Background: an optimization exercise with open tools, aiming at small area and a short achievable clock period. Do not read the settings as production practice. In this exercise RTL edits were held to simulation tests only and were not proved equivalent to the original. Power and IR drop assume default switching activity.

==> zinc <==
// ex2_1
module ex2_1 (
  input               clk, rst, validi,
  input        [31:0] data_in,
  output logic        valido,
  output logic [31:0] data_out
);
  logic        h1, h2;
  always_ff @(posedge clk or posedge rst) begin
    if (rst) begin
      h1     <= 1'b0;
      h2     <= 1'b0;
      valido <= 1'b0;
    end else begin
      h1     <= validi;
      h2     <= h1;
      valido <= validi & h1 & h2;
    end
  end
  logic [31:0] xa;
  logic [15:0] one, two, neg;
  wire  [32:0] be = {xa, 1'b0};
  logic [31:0] sum_r, car_r;
  always_ff @(posedge clk) begin
    xa <= data_in;
    for (int i = 0; i < 16; i++) begin
      one[i] <= be[2*i+1] ^ be[2*i];
      two[i] <= (be[2*i+2] & ~be[2*i+1] & ~be[2*i]) | (~be[2*i+2] & be[2*i+1] & be[2*i]);
      neg[i] <= be[2*i+2] & ~(be[2*i+1] & be[2*i]);
    end
  end
  wire pp1;
  assign pp1 = (one[0] & xa[0]) ^ neg[0];
  wire pp2;
  assign pp2 = ((one[0] & xa[1]) | (two[0] & xa[0])) ^ neg[0];
  wire pp3;
  assign pp3 = ((one[0] & xa[2]) | (two[0] & xa[1])) ^ neg[0];
  wire pp4;
  assign pp4 = ((one[0] & xa[3]) | (two[0] & xa[2])) ^ neg[0];
  wire pp5;
  assign pp5 = ((one[0] & xa[4]) | (two[0] & xa[3])) ^ neg[0];
  wire pp6;
  assign pp6 = ((one[0] & xa[5]) | (two[0] & xa[4])) ^ neg[0];
  wire pp7;
  assign pp7 = ((one[0] & xa[6]) | (two[0] & xa[5])) ^ neg[0];
  wire pp8;
  assign pp8 = ((one[0] & xa[7]) | (two[0] & xa[6])) ^ neg[0];
  wire pp9;
  assign pp9 = ((one[0] & xa[8]) | (two[0] & xa[7])) ^ neg[0];
  wire pp10;
  assign pp10 = ((one[0] & xa[9]) | (two[0] & xa[8])) ^ neg[0];
  wire pp11;
  ...
Settings: LEC_CHECK=0, CAP_MARGIN=20, CORE_MARGIN=2, CORE_UTILIZATION=40, SLEW_MARGIN=20; clock period 10.0 ns.
standard.sh (not shown) runs the stock make flow with config.mk's settings and CLKGATE_MAP_FILE= SYNTH_SCRIPT=/design/flow/synth_recipe.tcl, a recipe that flattens the netlist after the stock synthesis.
==> flow/flow/run.sh <==
#!/bin/bash
# The standard layout (standard.sh), with repair_timing asked for a larger setup margin.
export SETUP_SLACK_MARGIN=6
bash standard.sh > standard.log 2>&1
==> nickel: changes against zinc <==
==> flow/run.sh (new file) <==
#!/bin/bash
# synth_recipe.tcl (not shown) runs the flow's synth.tcl, then flattens the netlist and writes it again
# the make line also repeats each setting of config.mk as NAME=value (left out here)
make -C /OpenROAD-flow-scripts/flow DESIGN_CONFIG=/design/flow/config.mk WORK_HOME=/design/flow/orfs CLKGATE_MAP_FILE= SYNTH_SCRIPT=/design/flow/synth_recipe.tcl finish
removed: flow/flow/run.sh
removed: flow/standard.sh
==> notes <==
- In nickel the power is smaller than in zinc, by about 12%.
- In nickel the global-route usage is lower than in zinc, by 3.5 points.
- In synthesized cell count, nickel and zinc do not differ.
- Against nickel, the non-clock buffer count of zinc is higher by 93.
- Against nickel, the final cell count of zinc is larger by 4.3%.
- Area after synthesis is the same in nickel and zinc.
- Against nickel, the core utilization of zinc is higher by 7.2 points.
- In sequential cell count, zinc and nickel do not differ.
- In nickel the via count is smaller than in zinc, by 5.8%.
- First-iteration DRC count: zinc is lower than nickel (about 15%).
==> figures <==
M2 GR Usage: zinc 43.1%; nickel 37.0%
Data arrival time at the worst-slack endpoint: zinc 3.07 ns; nickel 4.46 ns
Status: zinc finished clean; nickel finished clean
Initial detailed-routing violation count: zinc 1199; nickel 1403
Share of cell area taken by multi-input logic gates: zinc 62.6%; nickel 66.1%
Total sequential power: zinc 975 uW; nickel 948 uW
# placed instances: zinc 2169; nickel 2172
Post-route design area: zinc 20600 um2; nickel 17700 um2
Switching Power: zinc 3.96 mW; nickel 3.45 mW
Setup slack on the worst flop-to-flop path: zinc 5.44 ns; nickel 4.68 ns
Power per unit of standard cell area: zinc 403 nW/um2; nickel 414 nW/um2
Detail-routed net length per standard cell: zinc 22.8 um; nickel 20.4 um
Commonest non-fill, non-tap cell in the layout: zinc inv_1; nickel a22oi_1
Placer Congestion: zinc 0.883; nickel 0.891
First-pass GRT wire length: zinc 80900 um; nickel 71900 um
PnR worst setup slack: zinc 4.93 ns; nickel 3.54 ns
Max Clock Skew: zinc 0.0156 ns; nickel 0.0109 ns
Pwr Total: zinc 8.29 mW; nickel 7.33 mW
Minimum clock period after layout: zinc 5.07 ns; nickel 6.46 ns
Post-route worst hold slack: zinc 0.381 ns; nickel 0.374 ns
Pre-Repair DR Iteration Count: zinc 7; nickel 8
Clock group: zinc 634 uW; nickel 656 uW

port drivers added, routing unchanged:
In the flow no input, the clock included, has a driving cell. The finished layouts below were timed again as built, in two steps. Step 1, drivers: a clkbuf_16 drives clk and a buf_2 each remaining input, both assumed. Step 2 times the ports against the registers' clock, not the clock port: input delays grow and output delays shrink by t, the midpoint of the rising clock arrivals with the driver on. Three values: ideal ports, drivers, drivers and shift; two values: the first two.
| run | t (ns) | setup slack, ns | worst setup path after step 2 | latest minus earliest clock arrival (ns) | worst slew at a driven data input, ns |
|---|---|---|---|---|---|
| zinc | 0.511 | 4.928 / 4.870 / 5.073 | input to register | 0.016 / 0.016 | 0.05 |
| nickel | 0.496 | 3.537 / 3.483 / 3.979 | register to output | 0.011 / 0.011 | 0.05 |
After both steps setup and hold are still met in every run listed.
